This design comes from an exercise in tuning for small area, a short achievable clock period and few clock cycles per item on the open sky130 flow, not from production work.
In this exercise RTL edits were held to simulation tests only and were not proved equivalent to the original.
Power and IR drop assume default switching activity.

==> flow/standard.sh <==
#!/bin/bash
# synth_recipe.tcl (not shown) runs the flow's synth.tcl, then flattens the netlist and writes it again
# the make line also repeats each setting of config.mk as NAME=value (left out here)
make -C /OpenROAD-flow-scripts/flow DESIGN_CONFIG=/design/flow/config.mk WORK_HOME=/design/flow/orfs CLKGATE_MAP_FILE= SYNTH_SCRIPT=/design/flow/synth_recipe.tcl "${@:-finish}"
==> flow/constraint.sdc <==
create_clock -name core_clock -period 9.5 [get_ports {clk_i}]
set_input_delay 1.9000 -clock core_clock [delete_from_list [all_inputs] [get_ports {clk_i}]]
set_output_delay 1.9000 -clock core_clock [all_outputs]
set_load 0.01 [all_outputs]
==> flow/config.mk <==
export PLATFORM = sky130hd
export DESIGN_NAME = popcount256
export DESIGN_NICKNAME = popcount256
export VERILOG_FILES = /design/flow/design.v
export SDC_FILE = /design/flow/constraint.sdc
export NUM_CORES = 4
export LEC_CHECK = 0
export CAP_MARGIN = 20
export CORE_MARGIN = 2
export CORE_UTILIZATION = 55
export SLEW_MARGIN = 20
export SYNTH_HIERARCHICAL = 1
export BUFFER_PORTS_ARGS = -buffer_cell sky130_fd_sc_hd__buf_1
export CTS_ARGS = -sink_clustering_enable -repair_clock_nets -dont_use_dummy_load 
==> flow/flow/run.sh <==
#!/bin/bash
# Own layout flow: the standard ORFS flow (standard.sh, standard synthesis
# unchanged), with sky130 buf_1 cells as the port buffers and a clock tree
# built without dummy balancing loads. Each tool's output is in the ORFS logs
# (orfs/logs/...); make's own output goes to standard.log.
set -euo pipefail
cat >> config.mk <<'EOF2'
export BUFFER_PORTS_ARGS = -buffer_cell sky130_fd_sc_hd__buf_1
export CTS_ARGS = -sink_clustering_enable -repair_clock_nets -dont_use_dummy_load 
EOF2
bash standard.sh finish > standard.log 2>&1
==> flow/design.v <==
module popcount_pipe (
  input  logic         clk_i,
  input  logic [255:0] data_i,
  output logic [8:0]   count_o
);
  logic s0_1;
  logic c0_2;
  logic s0_3;
  logic c0_4;
  logic s0_5;
  logic c0_6;
  logic s0_7;
  logic c0_8;
  logic s0_9;
  logic c0_10;
  logic s0_11;
  logic c0_12;
  logic s0_13;
  logic c0_14;
  logic s0_15;
  logic c0_16;
  logic s0_17;
  logic c0_18;
  logic s0_19;
  logic c0_20;
  logic s0_21;
  logic c0_22;
  logic s0_23;
  logic c0_24;
  logic s0_25;
  logic c0_26;
  logic s0_27;
  logic c0_28;
  logic s0_29;
  logic c0_30;
  logic s0_31;
  logic c0_32;
  logic s0_33;
  logic c0_34;
  logic s0_35;
  logic c0_36;
  logic s0_37;
  logic c0_38;
  logic s0_39;
  logic c0_40;
  logic s0_41;
  logic c0_42;
  logic s0_43;
  logic c0_44;
  logic s0_45;
  logic c0_46;
  logic s0_47;
  logic c0_48;
  logic s0_49;
  logic c0_50;
  logic s0_51;
  logic c0_52;
  logic s0_53;
  logic c0_54;
  logic s0_55;
  logic c0_56;
  logic s0_57;
  logic c0_58;
  logic s0_59;
  logic c0_60;
  logic s0_61;
  logic c0_62;
  logic s0_63;
  logic c0_64;
  logic s0_65;
  logic c0_66;
  logic s0_67;
  logic c0_68;
  logic s0_69;
  logic c0_70;
  logic s0_71;
  logic c0_72;
  logic s0_73;
  logic c0_74;
  logic s0_75;
  logic c0_76;
  logic s0_77;
  logic c0_78;
  logic s0_79;
  logic c0_80;
  logic s0_81;
  logic c0_82;
  logic s0_83;
  logic c0_84;
  logic s0_85;
  logic c0_86;
  logic s0_87;
  logic c0_88;
  logic s0_89;
  logic c0_90;
  logic s0_91;
  logic c0_92;
  logic s0_93;
  logic c0_94;
  logic s0_95;
  logic c0_96;
  logic s0_97;
  logic c0_98;
  logic s0_99;
  logic c0_100;
  logic s0_101;
  logic c0_102;
  logic s0_103;
  logic c0_104;
  logic s0_105;
  logic c0_106;
  logic s0_107;
  logic c0_108;
  logic s0_109;
  logic c0_110;
  logic s0_111;
  logic c0_112;
  logic s0_113;
  logic c0_114;
  logic s0_115;
  logic c0_116;
  logic s0_117;
  logic c0_118;
  logic s0_119;
  logic c0_120;
  logic s0_121;
  logic c0_122;
  logic s0_123;
  logic c0_124;
  logic s0_125;
  logic c0_126;
  logic s0_127;
  logic c0_128;
  logic s0_129;
  logic c0_130;
  logic s0_131;
  logic c0_132;
  logic s0_133;
  logic c0_134;
  logic s0_135;
  logic c0_136;
  logic s0_137;
  logic c0_138;
  logic s0_139;
  logic c0_140;
  logic s0_141;
  logic c0_142;
  logic s0_143;
  logic c0_144;
  logic s0_145;
  logic c0_146;
  logic s0_147;
  logic c0_148;
  logic s0_149;
  logic c0_150;
  logic s0_151;
  logic c0_152;
  logic s0_153;
  logic c0_154;
  logic s0_155;
  logic c0_156;
  logic s0_157;
  logic c0_158;
  logic s0_159;
  logic c0_160;
  logic s0_161;
  logic c0_162;
  logic s0_163;
  logic c0_164;
  logic s0_165;
  logic c0_166;
  logic s0_167;
  logic c0_168;
  logic s0_169;
  logic c0_170;
  logic s0_171;
  logic c0_172;
  logic s0_173;
  logic c0_174;
  logic s0_175;
  logic c0_176;
  logic s0_177;
  logic c0_178;
  logic s0_179;
  logic c0_180;
  logic s0_181;
  logic c0_182;
  logic s0_183;
  logic c0_184;
  logic s0_185;
  logic c0_186;
  logic s0_187;
  logic c0_188;
  logic s0_189;
  logic c0_190;
  logic s0_191;
  logic c0_192;
  logic s0_193;
  logic c0_194;
  logic s0_195;
  logic c0_196;
  logic s0_197;
  logic c0_198;
  logic s0_199;
  logic c0_200;
  logic s0_201;
  logic c0_202;
  logic s0_203;
  logic c0_204;
  logic s0_205;
  logic c0_206;
  logic s0_207;
  logic c0_208;
  logic s0_209;
  logic c0_210;
  logic s0_211;
  logic c0_212;
  logic s0_213;
  logic c0_214;
  logic s0_215;
  logic c0_216;
  logic s0_217;
  logic c0_218;
  logic s0_219;
  logic c0_220;
  logic s0_221;
  logic c0_222;
  logic s0_223;
  logic c0_224;
  logic s0_225;
  logic c0_226;
  logic s0_227;
  logic c0_228;
  logic s0_229;
  logic c0_230;
  logic s0_231;
  logic c0_232;
  logic s0_233;
  logic c0_234;
  logic s0_235;
  logic c0_236;
  logic s0_237;
  logic c0_238;
  logic s0_239;
  logic c0_240;
  logic s0_241;
  logic c0_242;
  logic s0_243;
  logic c0_244;
  logic s0_245;
  logic c0_246;
  logic s0_247;
  logic c0_248;
  logic s0_249;
  logic c0_250;
  logic s0_251;
  logic c0_252;
  logic s0_253;
  logic c0_254;
  logic s0_255;
  logic c0_256;
  logic s0_257;
  logic c0_258;
  logic s0_259;
  logic c0_260;
  logic s0_261;
  logic c0_262;
  logic s0_263;
  logic c0_264;
  logic s0_265;
  logic c0_266;
  logic s0_267;
  logic c0_268;
  logic s0_269;
  logic c0_270;
  logic s0_271;
  logic c0_272;
  logic s0_273;
  logic c0_274;
  logic s0_275;
  logic c0_276;
  logic s0_277;
  logic c0_278;
  logic s0_279;
  logic c0_280;
  logic s0_281;
  logic c0_282;
  logic [114:0] p0_q;
  logic s1_283;
  logic c1_284;
  logic s1_285;
  logic c1_286;
  logic s1_287;
  logic c1_288;
  logic s1_289;
  logic c1_290;
  logic s1_291;
  logic c1_292;
  logic s1_293;
  logic c1_294;
  logic s1_295;
  logic c1_296;
  logic s1_297;
  logic c1_298;
  logic s1_299;
  logic c1_300;
  logic s1_301;
  logic c1_302;
  logic s1_303;
  logic c1_304;
  logic s1_305;
  logic c1_306;
  logic s1_307;
  logic c1_308;
  logic s1_309;
  logic c1_310;
  logic s1_311;
  logic c1_312;
  logic s1_313;
  logic c1_314;
  logic s1_315;
  logic c1_316;
  logic s1_317;
  logic c1_318;
  logic s1_319;
  logic c1_320;
  logic s1_321;
  logic c1_322;
  logic s1_323;
  logic c1_324;
  logic s1_325;
  logic c1_326;
  logic s1_327;
  logic c1_328;
  logic s1_329;
  logic c1_330;
  logic s1_331;
  logic c1_332;
  logic s1_333;
  logic c1_334;
  logic s1_335;
  logic c1_336;
  logic s1_337;
  logic c1_338;
  logic s1_339;
  logic c1_340;
  logic s1_341;
  logic c1_342;
  logic s1_343;
  logic c1_344;
  logic s1_345;
  logic c1_346;
  logic s1_347;
  logic c1_348;
  logic s1_349;
  logic c1_350;
  logic s1_351;
  logic c1_352;
  logic s1_353;
  logic c1_354;
  logic s1_355;
  logic c1_356;
  logic s1_357;
  logic c1_358;
  logic s1_359;
  logic c1_360;
  logic s1_361;
  logic c1_362;
  logic s1_363;
  logic c1_364;
  logic s1_365;
  logic c1_366;
  logic s1_367;
  logic c1_368;
  logic s1_369;
  logic c1_370;
  logic s1_371;
  logic c1_372;
  logic s1_373;
  logic c1_374;
  logic s1_375;
  logic c1_376;
  logic s1_377;
  logic c1_378;
  logic s1_379;
  logic c1_380;
  logic s1_381;
  logic c1_382;
  logic s1_383;
  logic c1_384;
  logic s1_385;
  logic c1_386;
  logic s1_387;
  logic c1_388;
  logic s1_389;
  logic c1_390;
  logic s1_391;
  logic c1_392;
  logic s1_393;
  logic c1_394;
  logic s1_395;
  logic c1_396;
  logic s1_397;
  logic c1_398;
  logic s1_399;
  logic c1_400;
  logic s1_401;
  logic c1_402;
  logic s1_403;
  logic c1_404;
  logic s1_405;
  logic c1_406;
  logic s1_407;
  logic c1_408;
  logic s1_409;
  logic c1_410;
  logic s1_411;
  logic c1_412;
  logic s1_413;
  logic c1_414;
  logic s1_415;
  logic c1_416;
  logic s1_417;
  logic c1_418;
  logic s1_419;
  logic c1_420;
  logic s1_421;
  logic c1_422;
  logic s1_423;
  logic c1_424;
  logic s1_425;
  logic c1_426;
  logic s1_427;
  logic c1_428;
  logic s1_429;
  logic c1_430;
  logic s1_431;
  logic c1_432;
  logic s1_433;
  logic c1_434;
  logic s1_435;
  logic c1_436;
  logic s1_437;
  logic c1_438;
  logic s1_439;
  logic c1_440;
  logic s1_441;
  logic c1_442;
  logic s1_443;
  logic c1_444;
  logic s1_445;
  logic c1_446;
  logic s1_447;
  logic c1_448;
  logic s1_449;
  logic c1_450;
  logic s1_451;
  logic c1_452;
  logic s1_453;
  logic c1_454;
  logic s1_455;
  logic c1_456;
  logic s1_457;
  logic c1_458;
  logic s1_459;
  logic c1_460;
  logic [25:0] p1_q;
  logic s2_461;
  logic c2_462;
  logic s2_463;
  logic c2_464;
  logic s2_465;
  logic c2_466;
  logic s2_467;
  logic c2_468;
  logic s2_469;
  logic c2_470;
  logic s2_471;
  logic c2_472;
  logic s2_473;
  logic c2_474;
  logic s2_475;
  logic c2_476;
  logic s2_477;
  logic c2_478;
  logic s2_479;
  logic c2_480;
  logic s2_481;
  logic c2_482;
  logic s2_483;
  logic c2_484;
  logic s2_485;
  logic c2_486;
  logic s2_487;
  logic c2_488;
  logic s2_489;
  logic c2_490;
  logic [10:0] p2_q;
  logic s3_491;
  logic c3_492;
  logic s3_493;
  logic c3_494;
  logic [8:0] row_a, row_b;
  fa u_fa2 (.a(data_i[0]), .b(data_i[100]), .c(data_i[101]), .s(s0_1), .co(c0_2));
  fa u_fa4 (.a(data_i[102]), .b(data_i[103]), .c(data_i[104]), .s(s0_3), .co(c0_4));
  fa u_fa6 (.a(data_i[105]), .b(data_i[106]), .c(data_i[107]), .s(s0_5), .co(c0_6));
  fa u_fa8 (.a(data_i[108]), .b(data_i[109]), .c(data_i[10]), .s(s0_7), .co(c0_8));
  fa u_fa10 (.a(data_i[110]), .b(data_i[111]), .c(data_i[112]), .s(s0_9), .co(c0_10));
  fa u_fa12 (.a(data_i[113]), .b(data_i[114]), .c(data_i[115]), .s(s0_11), .co(c0_12));
  fa u_fa14 (.a(data_i[116]), .b(data_i[117]), .c(data_i[118]), .s(s0_13), .co(c0_14));
  fa u_fa16 (.a(data_i[119]), .b(data_i[11]), .c(data_i[120]), .s(s0_15), .co(c0_16));
  fa u_fa18 (.a(data_i[121]), .b(data_i[122]), .c(data_i[123]), .s(s0_17), .co(c0_18));
  fa u_fa20 (.a(data_i[124]), .b(data_i[125]), .c(data_i[126]), .s(s0_19), .co(c0_20));
  fa u_fa22 (.a(data_i[127]), .b(data_i[128]), .c(data_i[129]), .s(s0_21), .co(c0_22));
  fa u_fa24 (.a(data_i[12]), .b(data_i[130]), .c(data_i[131]), .s(s0_23), .co(c0_24));
  fa u_fa26 (.a(data_i[132]), .b(data_i[133]), .c(data_i[134]), .s(s0_25), .co(c0_26));
  fa u_fa28 (.a(data_i[135]), .b(data_i[136]), .c(data_i[137]), .s(s0_27), .co(c0_28));
  fa u_fa30 (.a(data_i[138]), .b(data_i[139]), .c(data_i[13]), .s(s0_29), .co(c0_30));
  fa u_fa32 (.a(data_i[140]), .b(data_i[141]), .c(data_i[142]), .s(s0_31), .co(c0_32));
  fa u_fa34 (.a(data_i[143]), .b(data_i[144]), .c(data_i[145]), .s(s0_33), .co(c0_34));
  fa u_fa36 (.a(data_i[146]), .b(data_i[147]), .c(data_i[148]), .s(s0_35), .co(c0_36));
  fa u_fa38 (.a(data_i[149]), .b(data_i[14]), .c(data_i[150]), .s(s0_37), .co(c0_38));
  fa u_fa40 (.a(data_i[151]), .b(data_i[152]), .c(data_i[153]), .s(s0_39), .co(c0_40));
  fa u_fa42 (.a(data_i[154]), .b(data_i[155]), .c(data_i[156]), .s(s0_41), .co(c0_42));
  fa u_fa44 (.a(data_i[157]), .b(data_i[158]), .c(data_i[159]), .s(s0_43), .co(c0_44));
  fa u_fa46 (.a(data_i[15]), .b(data_i[160]), .c(data_i[161]), .s(s0_45), .co(c0_46));
  fa u_fa48 (.a(data_i[162]), .b(data_i[163]), .c(data_i[164]), .s(s0_47), .co(c0_48));
  fa u_fa50 (.a(data_i[165]), .b(data_i[166]), .c(data_i[167]), .s(s0_49), .co(c0_50));
  fa u_fa52 (.a(data_i[168]), .b(data_i[169]), .c(data_i[16]), .s(s0_51), .co(c0_52));
  fa u_fa54 (.a(data_i[170]), .b(data_i[171]), .c(data_i[172]), .s(s0_53), .co(c0_54));
  fa u_fa56 (.a(data_i[173]), .b(data_i[174]), .c(data_i[175]), .s(s0_55), .co(c0_56));
  fa u_fa58 (.a(data_i[176]), .b(data_i[177]), .c(data_i[178]), .s(s0_57), .co(c0_58));
  fa u_fa60 (.a(data_i[179]), .b(data_i[17]), .c(data_i[180]), .s(s0_59), .co(c0_60));
  fa u_fa62 (.a(data_i[181]), .b(data_i[182]), .c(data_i[183]), .s(s0_61), .co(c0_62));
  fa u_fa64 (.a(data_i[184]), .b(data_i[185]), .c(data_i[186]), .s(s0_63), .co(c0_64));
  fa u_fa66 (.a(data_i[187]), .b(data_i[188]), .c(data_i[189]), .s(s0_65), .co(c0_66));
  fa u_fa68 (.a(data_i[18]), .b(data_i[190]), .c(data_i[191]), .s(s0_67), .co(c0_68));
  fa u_fa70 (.a(data_i[192]), .b(data_i[193]), .c(data_i[194]), .s(s0_69), .co(c0_70));
  fa u_fa72 (.a(data_i[195]), .b(data_i[196]), .c(data_i[197]), .s(s0_71), .co(c0_72));
  fa u_fa74 (.a(data_i[198]), .b(data_i[199]), .c(data_i[19]), .s(s0_73), .co(c0_74));
  fa u_fa76 (.a(data_i[1]), .b(data_i[200]), .c(data_i[201]), .s(s0_75), .co(c0_76));
  fa u_fa78 (.a(data_i[202]), .b(data_i[203]), .c(data_i[204]), .s(s0_77), .co(c0_78));
  fa u_fa80 (.a(data_i[205]), .b(data_i[206]), .c(data_i[207]), .s(s0_79), .co(c0_80));
  fa u_fa82 (.a(data_i[208]), .b(data_i[209]), .c(data_i[20]), .s(s0_81), .co(c0_82));
  fa u_fa84 (.a(data_i[210]), .b(data_i[211]), .c(data_i[212]), .s(s0_83), .co(c0_84));
  fa u_fa86 (.a(data_i[213]), .b(data_i[214]), .c(data_i[215]), .s(s0_85), .co(c0_86));
  fa u_fa88 (.a(data_i[216]), .b(data_i[217]), .c(data_i[218]), .s(s0_87), .co(c0_88));
  fa u_fa90 (.a(data_i[219]), .b(data_i[21]), .c(data_i[220]), .s(s0_89), .co(c0_90));
  fa u_fa92 (.a(data_i[221]), .b(data_i[222]), .c(data_i[223]), .s(s0_91), .co(c0_92));
  fa u_fa94 (.a(data_i[224]), .b(data_i[225]), .c(data_i[226]), .s(s0_93), .co(c0_94));
  fa u_fa96 (.a(data_i[227]), .b(data_i[228]), .c(data_i[229]), .s(s0_95), .co(c0_96));
  fa u_fa98 (.a(data_i[22]), .b(data_i[230]), .c(data_i[231]), .s(s0_97), .co(c0_98));
  fa u_fa100 (.a(data_i[232]), .b(data_i[233]), .c(data_i[234]), .s(s0_99), .co(c0_100));
  fa u_fa102 (.a(data_i[235]), .b(data_i[236]), .c(data_i[237]), .s(s0_101), .co(c0_102));
  fa u_fa104 (.a(data_i[238]), .b(data_i[239]), .c(data_i[23]), .s(s0_103), .co(c0_104));
  fa u_fa106 (.a(data_i[240]), .b(data_i[241]), .c(data_i[242]), .s(s0_105), .co(c0_106));
  fa u_fa108 (.a(data_i[243]), .b(data_i[244]), .c(data_i[245]), .s(s0_107), .co(c0_108));
  fa u_fa110 (.a(data_i[246]), .b(data_i[247]), .c(data_i[248]), .s(s0_109), .co(c0_110));
  fa u_fa112 (.a(data_i[249]), .b(data_i[24]), .c(data_i[250]), .s(s0_111), .co(c0_112));
  fa u_fa114 (.a(data_i[251]), .b(data_i[252]), .c(data_i[253]), .s(s0_113), .co(c0_114));
  fa u_fa116 (.a(data_i[254]), .b(data_i[255]), .c(data_i[25]), .s(s0_115), .co(c0_116));
  fa u_fa118 (.a(data_i[26]), .b(data_i[27]), .c(data_i[28]), .s(s0_117), .co(c0_118));
  fa u_fa120 (.a(data_i[29]), .b(data_i[2]), .c(data_i[30]), .s(s0_119), .co(c0_120));
  fa u_fa122 (.a(data_i[31]), .b(data_i[32]), .c(data_i[33]), .s(s0_121), .co(c0_122));
  fa u_fa124 (.a(data_i[34]), .b(data_i[35]), .c(data_i[36]), .s(s0_123), .co(c0_124));
  fa u_fa126 (.a(data_i[37]), .b(data_i[38]), .c(data_i[39]), .s(s0_125), .co(c0_126));
  fa u_fa128 (.a(data_i[3]), .b(data_i[40]), .c(data_i[41]), .s(s0_127), .co(c0_128));
  fa u_fa130 (.a(data_i[42]), .b(data_i[43]), .c(data_i[44]), .s(s0_129), .co(c0_130));
  fa u_fa132 (.a(data_i[45]), .b(data_i[46]), .c(data_i[47]), .s(s0_131), .co(c0_132));
  fa u_fa134 (.a(data_i[48]), .b(data_i[49]), .c(data_i[4]), .s(s0_133), .co(c0_134));
  fa u_fa136 (.a(data_i[50]), .b(data_i[51]), .c(data_i[52]), .s(s0_135), .co(c0_136));
  fa u_fa138 (.a(data_i[53]), .b(data_i[54]), .c(data_i[55]), .s(s0_137), .co(c0_138));
  fa u_fa140 (.a(data_i[56]), .b(data_i[57]), .c(data_i[58]), .s(s0_139), .co(c0_140));
  fa u_fa142 (.a(data_i[59]), .b(data_i[5]), .c(data_i[60]), .s(s0_141), .co(c0_142));
  fa u_fa144 (.a(data_i[61]), .b(data_i[62]), .c(data_i[63]), .s(s0_143), .co(c0_144));
  fa u_fa146 (.a(data_i[64]), .b(data_i[65]), .c(data_i[66]), .s(s0_145), .co(c0_146));
  fa u_fa148 (.a(data_i[67]), .b(data_i[68]), .c(data_i[69]), .s(s0_147), .co(c0_148));
  fa u_fa150 (.a(data_i[6]), .b(data_i[70]), .c(data_i[71]), .s(s0_149), .co(c0_150));
  fa u_fa152 (.a(data_i[72]), .b(data_i[73]), .c(data_i[74]), .s(s0_151), .co(c0_152));
  fa u_fa154 (.a(data_i[75]), .b(data_i[76]), .c(data_i[77]), .s(s0_153), .co(c0_154));
  fa u_fa156 (.a(data_i[78]), .b(data_i[79]), .c(data_i[7]), .s(s0_155), .co(c0_156));
  fa u_fa158 (.a(data_i[80]), .b(data_i[81]), .c(data_i[82]), .s(s0_157), .co(c0_158));
  fa u_fa160 (.a(data_i[83]), .b(data_i[84]), .c(data_i[85]), .s(s0_159), .co(c0_160));
  fa u_fa162 (.a(data_i[86]), .b(data_i[87]), .c(data_i[88]), .s(s0_161), .co(c0_162));
  fa u_fa164 (.a(data_i[89]), .b(data_i[8]), .c(data_i[90]), .s(s0_163), .co(c0_164));
  fa u_fa166 (.a(data_i[91]), .b(data_i[92]), .c(data_i[93]), .s(s0_165), .co(c0_166));
  fa u_fa168 (.a(data_i[94]), .b(data_i[95]), .c(data_i[96]), .s(s0_167), .co(c0_168));
  fa u_fa170 (.a(data_i[97]), .b(data_i[98]), .c(data_i[99]), .s(s0_169), .co(c0_170));
  fa u_fa172 (.a(data_i[9]), .b(s0_1), .c(s0_101), .s(s0_171), .co(c0_172));
  fa u_fa174 (.a(s0_103), .b(s0_105), .c(s0_107), .s(s0_173), .co(c0_174));
  fa u_fa176 (.a(s0_109), .b(s0_11), .c(s0_111), .s(s0_175), .co(c0_176));
  fa u_fa178 (.a(s0_113), .b(s0_115), .c(s0_117), .s(s0_177), .co(c0_178));
  fa u_fa180 (.a(s0_119), .b(s0_121), .c(s0_123), .s(s0_179), .co(c0_180));
  fa u_fa182 (.a(s0_125), .b(s0_127), .c(s0_129), .s(s0_181), .co(c0_182));
  fa u_fa184 (.a(s0_13), .b(s0_131), .c(s0_133), .s(s0_183), .co(c0_184));
  fa u_fa186 (.a(s0_135), .b(s0_137), .c(s0_139), .s(s0_185), .co(c0_186));
  fa u_fa188 (.a(s0_141), .b(s0_143), .c(s0_145), .s(s0_187), .co(c0_188));
  fa u_fa190 (.a(s0_147), .b(s0_149), .c(s0_15), .s(s0_189), .co(c0_190));
  fa u_fa192 (.a(s0_151), .b(s0_153), .c(s0_155), .s(s0_191), .co(c0_192));
  fa u_fa194 (.a(s0_157), .b(s0_159), .c(s0_161), .s(s0_193), .co(c0_194));
  fa u_fa196 (.a(s0_163), .b(s0_165), .c(s0_167), .s(s0_195), .co(c0_196));
  fa u_fa198 (.a(s0_169), .b(s0_17), .c(s0_19), .s(s0_197), .co(c0_198));
  fa u_fa200 (.a(s0_21), .b(s0_23), .c(s0_25), .s(s0_199), .co(c0_200));
  fa u_fa202 (.a(s0_27), .b(s0_29), .c(s0_3), .s(s0_201), .co(c0_202));
  fa u_fa204 (.a(s0_31), .b(s0_33), .c(s0_35), .s(s0_203), .co(c0_204));
  fa u_fa206 (.a(s0_37), .b(s0_39), .c(s0_41), .s(s0_205), .co(c0_206));
  fa u_fa208 (.a(s0_43), .b(s0_45), .c(s0_47), .s(s0_207), .co(c0_208));
  fa u_fa210 (.a(s0_49), .b(s0_5), .c(s0_51), .s(s0_209), .co(c0_210));
  fa u_fa212 (.a(s0_53), .b(s0_55), .c(s0_57), .s(s0_211), .co(c0_212));
  fa u_fa214 (.a(s0_59), .b(s0_61), .c(s0_63), .s(s0_213), .co(c0_214));
  fa u_fa216 (.a(s0_65), .b(s0_67), .c(s0_69), .s(s0_215), .co(c0_216));
  fa u_fa218 (.a(s0_7), .b(s0_71), .c(s0_73), .s(s0_217), .co(c0_218));
  fa u_fa220 (.a(s0_75), .b(s0_77), .c(s0_79), .s(s0_219), .co(c0_220));
  fa u_fa222 (.a(s0_81), .b(s0_83), .c(s0_85), .s(s0_221), .co(c0_222));
  fa u_fa224 (.a(s0_87), .b(s0_89), .c(s0_9), .s(s0_223), .co(c0_224));
  fa u_fa226 (.a(s0_91), .b(s0_93), .c(s0_95), .s(s0_225), .co(c0_226));
  fa u_fa228 (.a(c0_10), .b(c0_100), .c(c0_102), .s(s0_227), .co(c0_228));
  fa u_fa230 (.a(c0_104), .b(c0_106), .c(c0_108), .s(s0_229), .co(c0_230));
  fa u_fa232 (.a(c0_110), .b(c0_112), .c(c0_114), .s(s0_231), .co(c0_232));
  fa u_fa234 (.a(c0_116), .b(c0_118), .c(c0_12), .s(s0_233), .co(c0_234));
  fa u_fa236 (.a(c0_120), .b(c0_122), .c(c0_124), .s(s0_235), .co(c0_236));
  fa u_fa238 (.a(c0_126), .b(c0_128), .c(c0_130), .s(s0_237), .co(c0_238));
  fa u_fa240 (.a(c0_132), .b(c0_134), .c(c0_136), .s(s0_239), .co(c0_240));
  fa u_fa242 (.a(c0_138), .b(c0_14), .c(c0_140), .s(s0_241), .co(c0_242));
  fa u_fa244 (.a(c0_142), .b(c0_144), .c(c0_146), .s(s0_243), .co(c0_244));
  fa u_fa246 (.a(c0_148), .b(c0_150), .c(c0_152), .s(s0_245), .co(c0_246));
  fa u_fa248 (.a(c0_154), .b(c0_156), .c(c0_158), .s(s0_247), .co(c0_248));
  fa u_fa250 (.a(c0_16), .b(c0_160), .c(c0_162), .s(s0_249), .co(c0_250));
  fa u_fa252 (.a(c0_164), .b(c0_166), .c(c0_168), .s(s0_251), .co(c0_252));
  fa u_fa254 (.a(c0_170), .b(c0_18), .c(c0_2), .s(s0_253), .co(c0_254));
  fa u_fa256 (.a(c0_20), .b(c0_22), .c(c0_24), .s(s0_255), .co(c0_256));
  fa u_fa258 (.a(c0_26), .b(c0_28), .c(c0_30), .s(s0_257), .co(c0_258));
  fa u_fa260 (.a(c0_32), .b(c0_34), .c(c0_36), .s(s0_259), .co(c0_260));
  fa u_fa262 (.a(c0_38), .b(c0_4), .c(c0_40), .s(s0_261), .co(c0_262));
  fa u_fa264 (.a(c0_42), .b(c0_44), .c(c0_46), .s(s0_263), .co(c0_264));
  fa u_fa266 (.a(c0_48), .b(c0_50), .c(c0_52), .s(s0_265), .co(c0_266));
  fa u_fa268 (.a(c0_54), .b(c0_56), .c(c0_58), .s(s0_267), .co(c0_268));
  fa u_fa270 (.a(c0_6), .b(c0_60), .c(c0_62), .s(s0_269), .co(c0_270));
  fa u_fa272 (.a(c0_64), .b(c0_66), .c(c0_68), .s(s0_271), .co(c0_272));
  fa u_fa274 (.a(c0_70), .b(c0_72), .c(c0_74), .s(s0_273), .co(c0_274));
  fa u_fa276 (.a(c0_76), .b(c0_78), .c(c0_8), .s(s0_275), .co(c0_276));
  fa u_fa278 (.a(c0_80), .b(c0_82), .c(c0_84), .s(s0_277), .co(c0_278));
  fa u_fa280 (.a(c0_86), .b(c0_88), .c(c0_90), .s(s0_279), .co(c0_280));
  fa u_fa282 (.a(c0_92), .b(c0_94), .c(c0_96), .s(s0_281), .co(c0_282));
  fa u_fa284 (.a(p0_q[0]), .b(p0_q[10]), .c(p0_q[11]), .s(s1_283), .co(c1_284));
  fa u_fa286 (.a(p0_q[12]), .b(p0_q[13]), .c(p0_q[14]), .s(s1_285), .co(c1_286));
  fa u_fa288 (.a(p0_q[15]), .b(p0_q[16]), .c(p0_q[17]), .s(s1_287), .co(c1_288));
  fa u_fa290 (.a(p0_q[18]), .b(p0_q[19]), .c(p0_q[1]), .s(s1_289), .co(c1_290));
  fa u_fa292 (.a(p0_q[20]), .b(p0_q[21]), .c(p0_q[22]), .s(s1_291), .co(c1_292));
  fa u_fa294 (.a(p0_q[23]), .b(p0_q[24]), .c(p0_q[25]), .s(s1_293), .co(c1_294));
  fa u_fa296 (.a(p0_q[26]), .b(p0_q[27]), .c(p0_q[28]), .s(s1_295), .co(c1_296));
  fa u_fa298 (.a(p0_q[29]), .b(p0_q[2]), .c(p0_q[3]), .s(s1_297), .co(c1_298));
  fa u_fa300 (.a(p0_q[4]), .b(p0_q[5]), .c(p0_q[6]), .s(s1_299), .co(c1_300));
  fa u_fa302 (.a(p0_q[7]), .b(p0_q[8]), .c(p0_q[9]), .s(s1_301), .co(c1_302));
  fa u_fa304 (.a(s1_283), .b(s1_285), .c(s1_287), .s(s1_303), .co(c1_304));
  fa u_fa306 (.a(s1_289), .b(s1_291), .c(s1_293), .s(s1_305), .co(c1_306));
  fa u_fa308 (.a(s1_295), .b(s1_297), .c(s1_299), .s(s1_307), .co(c1_308));
  fa u_fa310 (.a(s1_301), .b(s1_303), .c(s1_305), .s(s1_309), .co(c1_310));
  fa u_fa312 (.a(p0_q[30]), .b(p0_q[31]), .c(p0_q[32]), .s(s1_311), .co(c1_312));
  fa u_fa314 (.a(p0_q[33]), .b(p0_q[34]), .c(p0_q[35]), .s(s1_313), .co(c1_314));
  fa u_fa316 (.a(p0_q[36]), .b(p0_q[37]), .c(p0_q[38]), .s(s1_315), .co(c1_316));
  fa u_fa318 (.a(p0_q[39]), .b(p0_q[40]), .c(p0_q[41]), .s(s1_317), .co(c1_318));
  fa u_fa320 (.a(p0_q[42]), .b(p0_q[43]), .c(p0_q[44]), .s(s1_319), .co(c1_320));
  fa u_fa322 (.a(p0_q[45]), .b(p0_q[46]), .c(p0_q[47]), .s(s1_321), .co(c1_322));
  fa u_fa324 (.a(p0_q[48]), .b(p0_q[49]), .c(p0_q[50]), .s(s1_323), .co(c1_324));
  fa u_fa326 (.a(p0_q[51]), .b(p0_q[52]), .c(p0_q[53]), .s(s1_325), .co(c1_326));
  fa u_fa328 (.a(p0_q[54]), .b(p0_q[55]), .c(p0_q[56]), .s(s1_327), .co(c1_328));
  fa u_fa330 (.a(p0_q[57]), .b(p0_q[58]), .c(p0_q[59]), .s(s1_329), .co(c1_330));
  fa u_fa332 (.a(p0_q[60]), .b(p0_q[61]), .c(p0_q[62]), .s(s1_331), .co(c1_332));
  fa u_fa334 (.a(p0_q[63]), .b(p0_q[64]), .c(p0_q[65]), .s(s1_333), .co(c1_334));
  fa u_fa336 (.a(p0_q[66]), .b(p0_q[67]), .c(p0_q[68]), .s(s1_335), .co(c1_336));
  fa u_fa338 (.a(p0_q[69]), .b(p0_q[70]), .c(p0_q[71]), .s(s1_337), .co(c1_338));
  fa u_fa340 (.a(p0_q[72]), .b(p0_q[73]), .c(p0_q[74]), .s(s1_339), .co(c1_340));
  fa u_fa342 (.a(p0_q[75]), .b(p0_q[76]), .c(p0_q[77]), .s(s1_341), .co(c1_342));
  fa u_fa344 (.a(p0_q[78]), .b(p0_q[79]), .c(p0_q[80]), .s(s1_343), .co(c1_344));
  fa u_fa346 (.a(p0_q[81]), .b(p0_q[82]), .c(p0_q[83]), .s(s1_345), .co(c1_346));
  fa u_fa348 (.a(p0_q[84]), .b(p0_q[85]), .c(p0_q[86]), .s(s1_347), .co(c1_348));
  fa u_fa350 (.a(c1_284), .b(c1_286), .c(c1_288), .s(s1_349), .co(c1_350));
  fa u_fa352 (.a(c1_290), .b(c1_292), .c(c1_294), .s(s1_351), .co(c1_352));
  fa u_fa354 (.a(c1_296), .b(c1_298), .c(c1_300), .s(s1_353), .co(c1_354));
  fa u_fa356 (.a(c1_302), .b(s1_311), .c(s1_313), .s(s1_355), .co(c1_356));
  fa u_fa358 (.a(s1_315), .b(s1_317), .c(s1_319), .s(s1_357), .co(c1_358));
  fa u_fa360 (.a(s1_321), .b(s1_323), .c(s1_325), .s(s1_359), .co(c1_360));
  fa u_fa362 (.a(s1_327), .b(s1_329), .c(s1_331), .s(s1_361), .co(c1_362));
  fa u_fa364 (.a(s1_333), .b(s1_335), .c(s1_337), .s(s1_363), .co(c1_364));
  fa u_fa366 (.a(s1_339), .b(s1_341), .c(s1_343), .s(s1_365), .co(c1_366));
  fa u_fa368 (.a(s1_345), .b(s1_347), .c(c1_304), .s(s1_367), .co(c1_368));
  fa u_fa370 (.a(c1_306), .b(c1_308), .c(s1_349), .s(s1_369), .co(c1_370));
  fa u_fa372 (.a(s1_351), .b(s1_353), .c(s1_355), .s(s1_371), .co(c1_372));
  fa u_fa374 (.a(s1_357), .b(s1_359), .c(s1_361), .s(s1_373), .co(c1_374));
  fa u_fa376 (.a(s1_363), .b(s1_365), .c(s1_367), .s(s1_375), .co(c1_376));
  fa u_fa378 (.a(c1_310), .b(s1_369), .c(s1_371), .s(s1_377), .co(c1_378));
  fa u_fa380 (.a(p0_q[100]), .b(p0_q[101]), .c(p0_q[102]), .s(s1_379), .co(c1_380));
  fa u_fa382 (.a(p0_q[103]), .b(p0_q[104]), .c(p0_q[105]), .s(s1_381), .co(c1_382));
  fa u_fa384 (.a(p0_q[106]), .b(p0_q[107]), .c(p0_q[108]), .s(s1_383), .co(c1_384));
  fa u_fa386 (.a(p0_q[109]), .b(p0_q[110]), .c(p0_q[111]), .s(s1_385), .co(c1_386));
  fa u_fa388 (.a(p0_q[112]), .b(p0_q[113]), .c(p0_q[114]), .s(s1_387), .co(c1_388));
  fa u_fa390 (.a(p0_q[87]), .b(p0_q[88]), .c(p0_q[89]), .s(s1_389), .co(c1_390));
  fa u_fa392 (.a(p0_q[90]), .b(p0_q[91]), .c(p0_q[92]), .s(s1_391), .co(c1_392));
  fa u_fa394 (.a(p0_q[93]), .b(p0_q[94]), .c(p0_q[95]), .s(s1_393), .co(c1_394));
  fa u_fa396 (.a(p0_q[96]), .b(p0_q[97]), .c(p0_q[98]), .s(s1_395), .co(c1_396));
  fa u_fa398 (.a(p0_q[99]), .b(c1_312), .c(c1_314), .s(s1_397), .co(c1_398));
  fa u_fa400 (.a(c1_316), .b(c1_318), .c(c1_320), .s(s1_399), .co(c1_400));
  fa u_fa402 (.a(c1_322), .b(c1_324), .c(c1_326), .s(s1_401), .co(c1_402));
  fa u_fa404 (.a(c1_328), .b(c1_330), .c(c1_332), .s(s1_403), .co(c1_404));
  fa u_fa406 (.a(c1_334), .b(c1_336), .c(c1_338), .s(s1_405), .co(c1_406));
  fa u_fa408 (.a(c1_340), .b(c1_342), .c(c1_344), .s(s1_407), .co(c1_408));
  fa u_fa410 (.a(c1_346), .b(c1_348), .c(s1_379), .s(s1_409), .co(c1_410));
  fa u_fa412 (.a(s1_381), .b(s1_383), .c(s1_385), .s(s1_411), .co(c1_412));
  fa u_fa414 (.a(s1_387), .b(s1_389), .c(s1_391), .s(s1_413), .co(c1_414));
  fa u_fa416 (.a(s1_393), .b(s1_395), .c(c1_350), .s(s1_415), .co(c1_416));
  fa u_fa418 (.a(c1_352), .b(c1_354), .c(s1_397), .s(s1_417), .co(c1_418));
  fa u_fa420 (.a(c1_356), .b(c1_358), .c(c1_360), .s(s1_419), .co(c1_420));
  fa u_fa422 (.a(c1_362), .b(c1_364), .c(c1_366), .s(s1_421), .co(c1_422));
  fa u_fa424 (.a(s1_399), .b(s1_401), .c(s1_403), .s(s1_423), .co(c1_424));
  fa u_fa426 (.a(s1_405), .b(s1_407), .c(s1_409), .s(s1_425), .co(c1_426));
  fa u_fa428 (.a(s1_411), .b(s1_413), .c(c1_368), .s(s1_427), .co(c1_428));
  fa u_fa430 (.a(s1_415), .b(c1_370), .c(c1_372), .s(s1_429), .co(c1_430));
  fa u_fa432 (.a(s1_417), .b(s1_419), .c(c1_374), .s(s1_431), .co(c1_432));
  fa u_fa434 (.a(s1_421), .b(s1_423), .c(s1_425), .s(s1_433), .co(c1_434));
  fa u_fa436 (.a(c1_380), .b(c1_382), .c(c1_384), .s(s1_435), .co(c1_436));
  fa u_fa438 (.a(c1_386), .b(c1_388), .c(c1_390), .s(s1_437), .co(c1_438));
  fa u_fa440 (.a(c1_392), .b(c1_394), .c(c1_396), .s(s1_439), .co(c1_440));
  fa u_fa442 (.a(c1_398), .b(c1_400), .c(c1_402), .s(s1_441), .co(c1_442));
  fa u_fa444 (.a(c1_404), .b(c1_406), .c(c1_408), .s(s1_443), .co(c1_444));
  fa u_fa446 (.a(c1_410), .b(c1_412), .c(c1_414), .s(s1_445), .co(c1_446));
  fa u_fa448 (.a(s1_435), .b(s1_437), .c(s1_439), .s(s1_447), .co(c1_448));
  fa u_fa450 (.a(c1_416), .b(c1_418), .c(c1_420), .s(s1_449), .co(c1_450));
  fa u_fa452 (.a(s1_441), .b(c1_422), .c(c1_424), .s(s1_451), .co(c1_452));
  fa u_fa454 (.a(c1_426), .b(s1_443), .c(s1_445), .s(s1_453), .co(c1_454));
  fa u_fa456 (.a(c1_436), .b(c1_438), .c(c1_440), .s(s1_455), .co(c1_456));
  fa u_fa458 (.a(c1_442), .b(c1_444), .c(c1_446), .s(s1_457), .co(c1_458));
  fa u_fa460 (.a(c1_448), .b(s1_455), .c(c1_450), .s(s1_459), .co(c1_460));
  fa u_fa462 (.a(p1_q[2]), .b(p1_q[3]), .c(p1_q[4]), .s(s2_461), .co(c2_462));
  fa u_fa464 (.a(p1_q[10]), .b(p1_q[5]), .c(p1_q[6]), .s(s2_463), .co(c2_464));
  fa u_fa466 (.a(p1_q[7]), .b(p1_q[8]), .c(p1_q[9]), .s(s2_465), .co(c2_466));
  fa u_fa468 (.a(c2_462), .b(s2_463), .c(s2_465), .s(s2_467), .co(c2_468));
  fa u_fa470 (.a(p1_q[11]), .b(p1_q[12]), .c(p1_q[13]), .s(s2_469), .co(c2_470));
  fa u_fa472 (.a(p1_q[14]), .b(p1_q[15]), .c(p1_q[16]), .s(s2_471), .co(c2_472));
  fa u_fa474 (.a(p1_q[17]), .b(p1_q[18]), .c(c2_464), .s(s2_473), .co(c2_474));
  fa u_fa476 (.a(c2_466), .b(s2_469), .c(s2_471), .s(s2_475), .co(c2_476));
  fa u_fa478 (.a(s2_473), .b(c2_468), .c(s2_475), .s(s2_477), .co(c2_478));
  fa u_fa480 (.a(p1_q[19]), .b(p1_q[20]), .c(p1_q[21]), .s(s2_479), .co(c2_480));
  fa u_fa482 (.a(p1_q[22]), .b(c2_470), .c(c2_472), .s(s2_481), .co(c2_482));
  fa u_fa484 (.a(s2_479), .b(c2_474), .c(s2_481), .s(s2_483), .co(c2_484));
  fa u_fa486 (.a(c2_476), .b(c2_478), .c(s2_483), .s(s2_485), .co(c2_486));
  fa u_fa488 (.a(p1_q[23]), .b(p1_q[24]), .c(p1_q[25]), .s(s2_487), .co(c2_488));
  fa u_fa490 (.a(c2_480), .b(s2_487), .c(c2_482), .s(s2_489), .co(c2_490));
  fa u_fa492 (.a(p2_q[6]), .b(p2_q[7]), .c(p2_q[8]), .s(s3_491), .co(c3_492));
  fa u_fa494 (.a(p2_q[10]), .b(p2_q[9]), .c(c3_492), .s(s3_493), .co(c3_494));
  assign row_a = {1'b0, c3_494, s3_493, s3_491, p2_q[5], p2_q[4], p2_q[3], p2_q[2], p2_q[0]};
  assign row_b = {1'b0, 1'b0, 1'b0, 1'b0, 1'b0, 1'b0, 1'b0, 1'b0, p2_q[1]};
  assign count_o = row_a + row_b;
  always_ff @(posedge clk_i) begin
    p0_q[0] <= s0_97;
    p0_q[1] <= s0_99;
    p0_q[2] <= s0_171;
    p0_q[3] <= s0_173;
    p0_q[4] <= s0_175;
    p0_q[5] <= s0_177;
    p0_q[6] <= s0_179;
    p0_q[7] <= s0_181;
    p0_q[8] <= s0_183;
    p0_q[9] <= s0_185;
    p0_q[10] <= s0_187;
    p0_q[11] <= s0_189;
    p0_q[12] <= s0_191;
    p0_q[13] <= s0_193;
    p0_q[14] <= s0_195;
    p0_q[15] <= s0_197;
    p0_q[16] <= s0_199;
    p0_q[17] <= s0_201;
    p0_q[18] <= s0_203;
    p0_q[19] <= s0_205;
    p0_q[20] <= s0_207;
    p0_q[21] <= s0_209;
    p0_q[22] <= s0_211;
    p0_q[23] <= s0_213;
    p0_q[24] <= s0_215;
    p0_q[25] <= s0_217;
    p0_q[26] <= s0_219;
    p0_q[27] <= s0_221;
    p0_q[28] <= s0_223;
    p0_q[29] <= s0_225;
    p0_q[30] <= c0_98;
    p0_q[31] <= c0_172;
    p0_q[32] <= c0_174;
    p0_q[33] <= c0_176;
    p0_q[34] <= c0_178;
    p0_q[35] <= c0_180;
    p0_q[36] <= c0_182;
    p0_q[37] <= c0_184;
    p0_q[38] <= c0_186;
    p0_q[39] <= c0_188;
    p0_q[40] <= c0_190;
    p0_q[41] <= c0_192;
    p0_q[42] <= c0_194;
    p0_q[43] <= c0_196;
    p0_q[44] <= c0_198;
    p0_q[45] <= c0_200;
    p0_q[46] <= c0_202;
    p0_q[47] <= c0_204;
    p0_q[48] <= c0_206;
    p0_q[49] <= c0_208;
    p0_q[50] <= c0_210;
    p0_q[51] <= c0_212;
    p0_q[52] <= c0_214;
    p0_q[53] <= c0_216;
    p0_q[54] <= c0_218;
    p0_q[55] <= c0_220;
    p0_q[56] <= c0_222;
    p0_q[57] <= c0_224;
    p0_q[58] <= c0_226;
    p0_q[59] <= s0_227;
    p0_q[60] <= s0_229;
    p0_q[61] <= s0_231;
    p0_q[62] <= s0_233;
    p0_q[63] <= s0_235;
    p0_q[64] <= s0_237;
    p0_q[65] <= s0_239;
    p0_q[66] <= s0_241;
    p0_q[67] <= s0_243;
    p0_q[68] <= s0_245;
    p0_q[69] <= s0_247;
    p0_q[70] <= s0_249;
    p0_q[71] <= s0_251;
    p0_q[72] <= s0_253;
    p0_q[73] <= s0_255;
    p0_q[74] <= s0_257;
    p0_q[75] <= s0_259;
    p0_q[76] <= s0_261;
    p0_q[77] <= s0_263;
    p0_q[78] <= s0_265;
    p0_q[79] <= s0_267;
    p0_q[80] <= s0_269;
    p0_q[81] <= s0_271;
    p0_q[82] <= s0_273;
    p0_q[83] <= s0_275;
    p0_q[84] <= s0_277;
    p0_q[85] <= s0_279;
    p0_q[86] <= s0_281;
    p0_q[87] <= c0_228;
    p0_q[88] <= c0_230;
    p0_q[89] <= c0_232;
    p0_q[90] <= c0_234;
    p0_q[91] <= c0_236;
    p0_q[92] <= c0_238;
    p0_q[93] <= c0_240;
    p0_q[94] <= c0_242;
    p0_q[95] <= c0_244;
    p0_q[96] <= c0_246;
    p0_q[97] <= c0_248;
    p0_q[98] <= c0_250;
    p0_q[99] <= c0_252;
    p0_q[100] <= c0_254;
    p0_q[101] <= c0_256;
    p0_q[102] <= c0_258;
    p0_q[103] <= c0_260;
    p0_q[104] <= c0_262;
    p0_q[105] <= c0_264;
    p0_q[106] <= c0_266;
    p0_q[107] <= c0_268;
    p0_q[108] <= c0_270;
    p0_q[109] <= c0_272;
    p0_q[110] <= c0_274;
    p0_q[111] <= c0_276;
    p0_q[112] <= c0_278;
    p0_q[113] <= c0_280;
    p0_q[114] <= c0_282;
  end
  always_ff @(posedge clk_i) begin
    p1_q[0] <= s1_307;
    p1_q[1] <= s1_309;
    p1_q[2] <= s1_373;
    p1_q[3] <= s1_375;
    p1_q[4] <= s1_377;
    p1_q[5] <= c1_376;
    p1_q[6] <= s1_427;
    p1_q[7] <= s1_429;
    p1_q[8] <= c1_378;
    p1_q[9] <= s1_431;
    p1_q[10] <= s1_433;
    p1_q[11] <= s1_447;
    p1_q[12] <= c1_428;
    p1_q[13] <= c1_430;
    p1_q[14] <= s1_449;
    p1_q[15] <= c1_432;
    p1_q[16] <= s1_451;
    p1_q[17] <= c1_434;
    p1_q[18] <= s1_453;
    p1_q[19] <= c1_452;
    p1_q[20] <= s1_457;
    p1_q[21] <= c1_454;
    p1_q[22] <= s1_459;
    p1_q[23] <= c1_456;
    p1_q[24] <= c1_458;
    p1_q[25] <= c1_460;
  end
  always_ff @(posedge clk_i) begin
    p2_q[0] <= p1_q[0];
    p2_q[1] <= p1_q[1];
    p2_q[2] <= s2_461;
    p2_q[3] <= s2_467;
    p2_q[4] <= s2_477;
    p2_q[5] <= s2_485;
    p2_q[6] <= c2_484;
    p2_q[7] <= s2_489;
    p2_q[8] <= c2_486;
    p2_q[9] <= c2_488;
    p2_q[10] <= c2_490;
  end
endmodule
module fa (
  input  logic a, b, c,
  output logic s, co
);
  assign s  = a ^ b ^ c;
  assign co = (a & b) | (c & (a ^ b));
endmodule
module popcount256 (
  input  logic         clk_i,
  input  logic         rst_ni,
  input  logic         valid_i,
  input  logic [255:0] data_i,
  output logic         valid_o,
  output logic [8:0]   popcount_o
);
  localparam int unsigned Latency = 4;
  logic [8:0] count;
  popcount_pipe u_popcount (
    .clk_i  (clk_i),
    .data_i (data_i),
    .count_o(count)
  );
  logic [Latency-1:0] valid_q;
  always_ff @(posedge clk_i or negedge rst_ni) begin
    if (!rst_ni) begin
      valid_q <= '0;
    end else begin
      valid_q <= {valid_q[Latency-2:0], valid_i};
    end
  end
  assign valid_o = valid_q[Latency-1];
  always_ff @(posedge clk_i) begin
    popcount_o <= count;
  end
endmodule
==> metrics.yaml, run 1 <==
status:
  status: "finished clean"
critical_path:
  crit_path_start_kind: "primary input"
  cp_common_cell: "fa_1"
  crit_path_end_kind: "flop"
  crit_path_end: "u_popcount.p0_q[2]$_DFF_P_"
  r2r-start: "u_popcount.p0_q[26]$_DFF_P_"
  cp_max_fo: 1
  critical_path_class: "in -> reg"
  worstPathRequired_ns: 9.78
  slowest_delay_ns: 0.68
  rr_endpoint: "u_popcount.p1_q[22]$_DFF_P_"
  r2r_cells: 5
  path_buf_inv: 1
  timing.critical_path.from: "data_i[0]"
  crit_slowest_cell: "fa_1"
  worstPathCellList: "buf_1 > fa_1 > fa_1"
  worstPathArrival_ns: 3.13
  cp.depth: 3
  reg2reg_slack_ns: 6.76
  crit_family: "adder cells"
floorplanning:
  initial_core_util: 0.558
  die_w_um: 128
  placement_rows: 45
  die-area_um2: 16300
  design.core.area_um2: 15000
  dieHeight_um: 128
  io_pins: 269
global_route:
  grt_pass1_wl_mm: 24.7
  overflow: 0
  grt_pass1_vias: 5172
  grt_max_degree: 18
  grt_usage: 0.211
  antenna_found_initial: 0
timing:
  clock_skew_ns: 0.0202
  worst_pin_slew_ns: 0.245
  final.period_utilization: 0.300
  clock.fmax_mhz: 351
  finalSetupViolCount: 0
  rsz0062_at_grt: "no"
  period_minus_slack_ns: 2.85
  final.setup.tns_ns: 0
  slew_violations: 0
  finalHoldViolCount: 0
  max_slew_margin: 0.836
power:
  peakVddDrop_uv: 198
  power_density_nw_per_um2: 350
  finalPower_uw: 3520
  pwr-share-clk: 0.153
  switching_share: 0.374
  p_int_uw: 2200
  p_sw_uw: 1320
  p_comb_frac: 0.527
  power_frac_seq: 0.321
  p_leak_uw: 0.00378
place:
  place_area_um2: 9630
  io_buffers: 268
  dp_cells: 885
  hpwl_mm: 14.3
  gp_congestion: 0.829
yosys:
  synth_nets: 937
  synth_cells: 429
  synth_top_area_frac: 0.589
  yosysTopAreaCell: "fa_1"
  synth_area_um2: 8390
  ys_warn_count: 8
  syn_avg_cell_area_um2: 19.6
  netlist_top_cells_area: "fa_1 (59%), dfxtp_1 (38%), dfrtp_1 (1.2%), xnor2_1 (0.52%), ha_1 (0.30%)"
  seq_area_frac_synth: 0.396
  synth_seq_cells: 165
  ys_types: 12
clock_tree:
  hold_buffers: 0
  numCtsBuffers: 17
  cts_root_buf: "clkbuf_16"
  cts_max_path_buffers: 2
  tritoncts: "yes"
  cts_max_level: 4
  clk_latency_ns: 0.42
  ctsResizeCount: 0
  clkSinkCount: 165
  clk_pin_slew_ns: 0.07
  post_cts_buffers: 0
finish:
  seq_area_um2: 3320
  stdcell_count: 902
  design_area_um2: 10100
  multi_input_area_um2: 5070
  n_fill_cell: 1156
  layout-drive-gt1-share: 0.0238
  final_core_util: 0.669
  diodes: 0
  nets: 1224
  syn_to_final_growth_pct: 19.9
job:
  drv_cap: 0
detailed_routing:
  firstDrtPassIters: 4
  via_count: 4232
  ant_nets: 0
  routed_wl_mm: 15.5
  drcViolationCount: 0
  wl_per_cell_um: 17.1
  drt_iter0_markers: 116
  viasPerCell: 4.69
min_path:
  min_path_type: "reg -> reg"
registers in the layout, summed over array words and instances (netlist names):
register,cells
u_popcount.p0_q,115
valid_q,4
u_popcount.p1_q,26
u_popcount.p2_q,11
popcount_o,9
per-module statistics from Yosys, one instance, submodules excluded:
module         cells  cell area [um^2]  times used  flip-flops and latches
popcount_pipe    169              3170           1                     152
popcount256       13               280           1                      13
fa                 1              20.0         247                       0
cell usage in the layout (no fill, tap or decap), drive strengths merged:
cell,n
dfxtp,161
dfrtp,4
nand2,2
fa,247
nand4,1
xor2,1
xnor2,5
nand3,3
and4,1
ha,2
nor2,1
and3,1
buf,268
clkbuf,17
worst register-to-register path, stage by stage, from the launching register on:
cell	delay (ns)
dfxtp_1	0.32
fa_1	0.48
fa_1	0.49
fa_1	0.44
fa_1	0.43
fa_1	0.45
final cells by class:
class                   count  share of cell area
clock buffers              17              0.0423
multi-input cells         264               0.504
flip-flops and latches    165               0.330
well taps                 188              0.0234
repair buffers            268               0.100
kinds of logic after synthesis:
group,after synthesis,synth area share
xor+xnor,6,0.00626
fa+ha+maj,249,0.592
flops,165,0.396
simple gates,9,0.00567
synthesized netlist by cell type:
cell type  count
nand2_1        2
and4_1         1
xnor2_1        5
and3_1         1
ha_1           2
nor2_1         1
nand3_1        3
dfrtp_1        4
fa_1         247
xor2_1         1
dfxtp_1      161
nand4_1        1
power by group through the flow:
stage / Clock [uW] / Combinational (uW) / Sequential (uW)
global placement: 0 / 1850 / 1140
CTS: 547 / 1930 / 1140
finish: 538 / 1860 / 1130
global route: 572 / 2120 / 1160
detailed placement: 0 / 1920 / 1150
floorplan: 0 / 1170 / 1130
metrics by stage:
| step | hold WS, ns | setup slack (ns) |
|---|---|---|
| 6_report | 0.324 | 6.65 |
| 5_1_grt | 0.338 | 6.66 |
| 4_1_cts | 0.322 | 6.67 |
| 3_5_place_dp | 0.314 | 6.24 |
| 3_3_place_gp | 0.318 | 6.22 |
| 2_1_floorplan | 0.310 | 6.51 |
how the worst min path moves through the flow:
stage                                           from                         end  cells after the start
final                     u_popcount.p1_q[1]$_DFF_P_  u_popcount.p2_q[1]$_DFF_P_                      0
after global routing      u_popcount.p1_q[1]$_DFF_P_  u_popcount.p2_q[1]$_DFF_P_                      0
after CTS                 u_popcount.p1_q[1]$_DFF_P_  u_popcount.p2_q[1]$_DFF_P_                      0
after detailed placement  u_popcount.p1_q[0]$_DFF_P_  u_popcount.p2_q[0]$_DFF_P_                      0
after global placement    u_popcount.p1_q[0]$_DFF_P_  u_popcount.p2_q[0]$_DFF_P_                      0
after floorplan           u_popcount.p1_q[0]$_DFF_P_  u_popcount.p2_q[0]$_DFF_P_                      0
routing by layer:
layer,GRT usage,part of all wire,vias up
li1,-,-,1872
met1,0.276,0.41,2143
met4,0.0730,0.019,0
met5,0,0,-
met2,0.359,0.51,195
met3,0.0427,0.060,22
Testbench counts, summed over its fixed seeds: cycles 16,024, items 16,000.
==> run 2: changes to the inputs <==
--- a/flow/flow/run.sh
+++ b/flow/flow/run.sh
@@ -6,6 +6,6 @@
 set -euo pipefail
 cat >> config.mk <<'EOF2'
 export BUFFER_PORTS_ARGS = -buffer_cell sky130_fd_sc_hd__buf_1
-export CTS_ARGS = -sink_clustering_enable -repair_clock_nets -dont_use_dummy_load 
+export CTS_ARGS = -sink_clustering_enable -repair_clock_nets -dont_use_dummy_load -buf_list sky130_fd_sc_hd__clkbuf_8 -sink_clustering_size 20
 EOF2
 bash standard.sh finish > standard.log 2>&1
--- a/flow/config.mk
+++ b/flow/config.mk
@@ -7,8 +7,8 @@
 export LEC_CHECK = 0
 export CAP_MARGIN = 20
 export CORE_MARGIN = 2
-export CORE_UTILIZATION = 55
+export CORE_UTILIZATION = 68
 export SLEW_MARGIN = 20
 export SYNTH_HIERARCHICAL = 1
 export BUFFER_PORTS_ARGS = -buffer_cell sky130_fd_sc_hd__buf_1
-export CTS_ARGS = -sink_clustering_enable -repair_clock_nets -dont_use_dummy_load 
+export CTS_ARGS = -sink_clustering_enable -repair_clock_nets -dont_use_dummy_load -buf_list sky130_fd_sc_hd__clkbuf_8 -sink_clustering_size 20
==> run 2 against run 1 <==
Critical path depth is the same. Non-clock buffer count did not move. Via count is 1.2% higher. Synthesized area unchanged. Synthesized cell count is the same. Combinational power shrank 3%. Sequential share of layout area is 0.82 points higher. Utilization is 15 points higher. Wire length increased by 0.32%. Clock-buffer cell count unchanged. Sequential power barely moved.
==> metrics.yaml, run 2 <==
detailed_routing:
  drt_iter0_markers: 114  # -1.7%
  via_count: 4282  # +1.2%
  firstDrtPassIters: 4  # unchanged
  ant_nets: 0  # unchanged
  routed_wl_mm: 15.5  # +0.32%
  drcViolationCount: 0  # unchanged
  wl_per_cell_um: 18.0  # +5.1%
  viasPerCell: 4.97  # +6.0%
global_route:
  grt_pass1_vias: 5063  # -2.1%
  grt_pass1_wl_mm: 24.7  # about the same
  overflow: 0  # unchanged
  antenna_found_initial: 0  # unchanged
  grt_usage: 0.264  # +0.0528
  grt_max_degree: 17  # -1
timing:
  finalHoldViolCount: 0  # unchanged
  slew_violations: 0  # unchanged
  clock.fmax_mhz: 352  # +0.15%
  final.period_utilization: 0.299  # -0.000436
  finalSetupViolCount: 0  # unchanged
  final.setup.tns_ns: 0  # unchanged
  holdWs_ns: 0.318  # -0.00620 ns
  worst_pin_slew_ns: 0.270  # +0.0244 ns
  max_slew_margin: 0.820  # -0.0163
  period_minus_slack_ns: 2.84  # -0.00414 ns
  setup_slack_ns: 6.66  # +0.00414 ns
  rsz0062_at_grt: "no"
  clock_skew_ns: 0.0230  # +0.00279 ns
finish:
  layout_commonest_cell: "buf_1"
  reg.largest.list: "u_popcount.p0_q (115), u_popcount.p1_q (26), u_popcount.p2_q (11)"
  layout-drive-gt1-share: 0.0238  # unchanged
  largest_register_ffs: 115  # unchanged
  nets: 1224  # unchanged
  design_area_um2: 9820  # -2.4%
  diodes: 0  # unchanged
  max_flop_register: "u_popcount.p0_q"
  syn_to_final_growth_pct: 17.0
  final_cell_mix: "buf_1 (268), fa_1 (247), dfxtp_1 (161)"
critical_path:
  critical_path_class: "in -> reg"
  crit_path_start_kind: "primary input"
  crit_path_end_kind: "flop"
  r2r_cells: 5  # unchanged
  worstPathRequired_ns: 9.81  # +0.03 ns
  worstPathArrival_ns: 3.15  # +0.02 ns
  cp_max_fo: 1  # unchanged
  reg2reg_slack_ns: 6.78  # +0.02 ns
yosys:
  ys_warn_count: 8  # unchanged
  async_flop_share: 0.0242  # unchanged
  synth_edf_count: 0  # unchanged
  dominantRegCellSynth: "dfxtp_1"
  seq_area_frac_synth: 0.396  # unchanged
  synth_seq_cells: 165  # unchanged
  synth_nets: 937  # unchanged
  synth_top_area_frac: 0.589  # unchanged
  synth_compound_area_frac: 0  # unchanged
  synth_area_um2: 8390  # unchanged
  post-synth-top-count-cell: "fa_1"
  synthSimpleGateAreaFrac: 0.00566  # unchanged
  netlist_top_cells_area: "fa_1 (59%), dfxtp_1 (38%), dfrtp_1 (1.2%), xnor2_1 (0.52%), ha_1 (0.30%)"
  yosysTopAreaCell: "fa_1"
  synth_top_family_by_area: "adder cells"
  yosys-top-cells-count: "fa_1 (247), dfxtp_1 (161), xnor2_1 (5)"
  ys_types: 12  # unchanged
  synth_cells: 429  # unchanged
  synthMuxAreaShare: 0  # unchanged
  syn_avg_cell_area_um2: 19.6  # unchanged
  yosys.area_share.adder: 0.592  # unchanged
  yosys.area_share.xor_xnor: 0.00626  # unchanged
clock_tree:
  clk_pin_slew_ns: 0.07  # about the same
  numCtsBuffers: 17  # unchanged
  cts_root_buf: "clkbuf_8"
  post_cts_buffers: 0  # unchanged
  cts_max_level: 4  # unchanged
  clk_latency_ns: 0.43  # about the same
  ctsResizeCount: 0  # unchanged
  hold_buffers: 0  # unchanged
  clkSinkCount: 165  # unchanged
  tritoncts: "yes"
  cts_max_path_buffers: 2  # unchanged
power:
  p_leak_uw: 0.00370  # -2.3%
  finalPower_uw: 3300  # -6.3%
  power_density_nw_per_um2: 336  # -3.9%
  peakVddDrop_uv: 232  # +17%
floorplanning:
  placement_rows: 40  # -11%
  initial_core_util: 0.699  # +0.140
  die-area_um2: 13200  # -19%
  dieHeight_um: 115  # -9.8%
  die_w_um: 115  # -9.8%
  design.core.area_um2: 12000  # -20%
  io_pins: 269  # unchanged
place:
  dp_slack_ns: 6.21  # -0.0271 ns
  io_buffers: 268  # unchanged
  hpwl_mm: 14.0  # -2.0%
  gp_congestion: 0.786  # -5.2%
  place_area_um2: 9580  # -0.53%
min_path:
  hold_depth: 0  # unchanged
  min_path_type: "reg -> reg"
job:
  drv_cap: 0  # unchanged
status:
  status: "finished clean"
-- run 2: cell count changes in the layout (fill, tap and decap cells not counted) --
cell       previous run  this run
clkbuf_16            17         0
clkbuf_8              0        17
-- run 2: path summary, 6_finish.rpt --
kind                                             startpoint                           to
worst max-delay path                              data_i[0]   u_popcount.p0_q[2]$_DFF_P_
max in group asynchronous                            rst_ni         valid_q[0]$_DFF_PN0_
min in group asynchronous                            rst_ni         valid_q[3]$_DFF_PN0_
worst max register to register  u_popcount.p0_q[20]$_DFF_P_  u_popcount.p1_q[22]$_DFF_P_
worst min register to register   u_popcount.p1_q[1]$_DFF_P_   u_popcount.p2_q[1]$_DFF_P_
worst min-delay path             u_popcount.p1_q[1]$_DFF_P_   u_popcount.p2_q[1]$_DFF_P_
-- run 2: layer usage --
layer / GRT usage / share of wire
met5: 0 / 0
met2: 0.465 / 0.55
met3: 0.0432 / 0.048
met1: 0.344 / 0.38
met4: 0.0835 / 0.017
-- run 2: area by class of cell --
class / instances / area (um^2)
clock buffer: 17 / 234
fill: 645 / 2190
multi-input combinational: 264 / 5070
sequential: 165 / 3320
tap: 147 / 184
timing repair buffer: 268 / 1010
-- run 2: worst max-delay path: stages --
cell and delay, ns:
buf_1 0.09, fa_1 0.70, fa_1 0.46
-- run 2: Yosys stat by module (local to each module, per instance) --
module / times used / cell area (um^2) / flops+latches / cells inside
popcount_pipe: 1 / 3170 / 152 / 169
fa: 247 / 20.0 / 0 / 1
popcount256: 1 / 280 / 13 / 13
-- run 2: through the flow --
step / utilization / std cells
global route: 0.817 / 861
detailed placement: 0.798 / 844
CTS: 0.817 / 861
finish: 0.817 / 861
floorplan: - / 429
global placement: 0.798 / 844
-- run 2: cell families (layout without fill, tap and decap cells) --
family        count (synthesis)  count (layout)
flops                       165             165
xor+xnor                      6               6
simple gates                  9               9
fa+ha+maj                   249             249
buf+inv                       0             285
-- run 2: report_power, final --
group          switching, uW  leakage [uW]  total [uW]  internal, uW
clock                    202      0.000122         361           158
sequential               130       0.00140        1130          1000
combinational            937       0.00217        1810           876
==> run 3: changes to the inputs <==
--- a/flow/config.mk
+++ b/flow/config.mk
@@ -7,7 +7,7 @@
 export LEC_CHECK = 0
 export CAP_MARGIN = 20
 export CORE_MARGIN = 2
-export CORE_UTILIZATION = 68
+export CORE_UTILIZATION = 55
 export SLEW_MARGIN = 20
 export SYNTH_HIERARCHICAL = 1
 export BUFFER_PORTS_ARGS = -buffer_cell sky130_fd_sc_hd__buf_1
==> run 3 against run 2 <==
Total power rose by 1.0%. Sequential share of layout area down 0.18 points. Maximum frequency up 0.13%.
==> metrics.yaml, run 3 <==
critical_path:
  critical_path_class: "reg -> out"
  timing.critical_path.from: "popcount_o[8]$_DFF_P_"
  cp_max_fo: 1  # unchanged
  reg2reg_slack_ns: 6.76  # -0.02 ns
  worstPathCellList: "buf_1"
  r2r_cells: 5  # unchanged
  r2r-start: "u_popcount.p0_q[26]$_DFF_P_"
finish:
  syn_to_final_growth_pct: 17.6
  nets: 1224  # unchanged
  seq_area_um2: 3320  # unchanged
  final_cell_mix: "buf_1 (268), fa_1 (247), dfxtp_1 (161)"
  reg.largest.list: "u_popcount.p0_q (115), u_popcount.p1_q (26), u_popcount.p2_q (11)"
  layout_commonest_cell: "buf_1"
  design_area_um2: 9870  # +0.52%
  diodes: 0  # unchanged
  layout-drive-gt1-share: 0.0238  # unchanged
  n_fill_cell: 1175  # +82%
yosys:
  post-synth-top-count-cell: "fa_1"
  async_flop_share: 0.0242  # unchanged
  yosys.area_share.adder: 0.592  # unchanged
  synth_cells: 429  # unchanged
  synth_compound_area_frac: 0  # unchanged
  synth_area_um2: 8390  # unchanged
  synth_top_family_by_area: "adder cells"
  synth_edf_count: 0  # unchanged
  synthMuxAreaShare: 0  # unchanged
  yosysTopAreaCell: "fa_1"
  syn_avg_cell_area_um2: 19.6  # unchanged
  synthSimpleGateAreaFrac: 0.00566  # unchanged
  ys_types: 12  # unchanged
  seq_area_frac_synth: 0.396  # unchanged
clock_tree:
  tritoncts: "yes"
  clk_latency_ns: 0.46  # +0.03 ns
  clkSinkCount: 165  # unchanged
  cts_max_level: 4  # unchanged
  cts_max_path_buffers: 2  # unchanged
  post_cts_buffers: 0  # unchanged
  ctsResizeCount: 0  # unchanged
global_route:
  grt_usage: 0.212  # -0.0526
  grt_pass1_vias: 5133  # +1.4%
  grt_pass1_wl_mm: 24.6  # -0.36%
  antenna_found_initial: 0  # unchanged
  overflow: 0  # unchanged
  grt_max_degree: 18  # +1
timing:
  finalHoldViolCount: 0  # unchanged
  slew_violations: 0  # unchanged
  holdWs_ns: 0.321  # +0.00284 ns
  clock_skew_ns: 0.0318  # +0.00884 ns
  clock.fmax_mhz: 352  # +0.13%
  setup_slack_ns: 6.66  # +0.00365 ns
  rsz0062_at_grt: "no"
  final.period_utilization: 0.299  # -0.000384
power:
  peakVddDrop_uv: 181  # -22%
  p_comb_frac: 0.553  # +0.004
  power_density_nw_per_um2: 338  # +0.52%
  switching_share: 0.386  # +0.00204
  pwr-share-clk: 0.109  # about the same
min_path:
  hold_depth: 0  # unchanged
  hold_start: "u_popcount.p1_q[1]$_DFF_P_"
  hold-path-endpoint: "u_popcount.p2_q[1]$_DFF_P_"
detailed_routing:
  via_count: 4214  # -1.6%
  firstDrtPassIters: 4  # unchanged
  viasPerCell: 4.67  # -6.1%
floorplanning:
  die_w_um: 128  # +11%
  placement_rows: 45  # +13%
  design.core.area_um2: 15000  # +25%
place:
  place_area_um2: 9630  # +0.54%
  gp_congestion: 0.829  # +5.5%
  hpwl_mm: 14.3  # +2.1%
  io_buffers: 268  # unchanged
status:
  status: "finished clean"
[run 3: cell counts after synthesis]
Identical to the previous run, type by type.
[run 3: cell type report]
type	instances	share of cell area
multi-input combinational	264	0.514
clock buffer	17	0.0237
sequential	165	0.337
tap	188	0.0238
timing repair buffer	268	0.102
[run 3: logic make-up (layout without fill, tap and decap cells)]
family	count (synthesis)	count (layout)
adder cells (fa/ha/maj)	249	249
flip-flops	165	165
XOR/XNOR	6	6
buffers and inverters	0	285
AND/OR/NAND/NOR	9	9
[run 3: power groups by stage]
stage	sequential [uW]	combinational, uW	clock, uW
final	1130	1850	363
after floorplan	1130	1170	0
after detailed placement	1150	1920	0
after global placement	1140	1850	0
after global routing	1150	2120	402
after CTS	1130	1930	376
[run 3: layer usage]
layer	global-route usage	routed length, um	vias to the layer above
li1	-	-	1868
met1	0.276	6160	2139
met2	0.359	7990	187
met3	0.0461	977	20
met4	0.0692	222	0
met5	0	0	-
[run 3: modules after synthesis (local to each module, per instance)]
module / flops+latches / cells inside / copies in the design
popcount256: 13 / 13 / 1
fa: 0 / 1 / 247
popcount_pipe: 152 / 169 / 1
[run 3: per-stage QoR]
step	util	total power (uW)	std cells
after floorplan	-	2300	429
after global placement	0.641	3000	885
final	0.656	3340	902
after CTS	0.656	3440	902
after global routing	0.656	3670	902
after detailed placement	0.641	3070	885
[run 3: how the worst max path moves through the flow]
stage,to,slack [ns],cells past startpoint
after CTS,popcount_o[8],6.62,1
after global routing,popcount_o[2],6.59,1
after detailed placement,u_popcount.p0_q[2]$_DFF_P_,6.24,3
after global placement,u_popcount.p0_q[2]$_DFF_P_,6.22,3
final,popcount_o[8],6.66,1
after floorplan,u_popcount.p0_q[10]$_DFF_P_,6.51,2

Setup slack of run 3, layout unchanged: 6.661 ns with ideal ports, 6.622 ns with driving cells assumed (clock clkbuf_16, inputs buf_2), 6.212 ns with port delays also shifted by the 0.484 ns mid clock arrival.
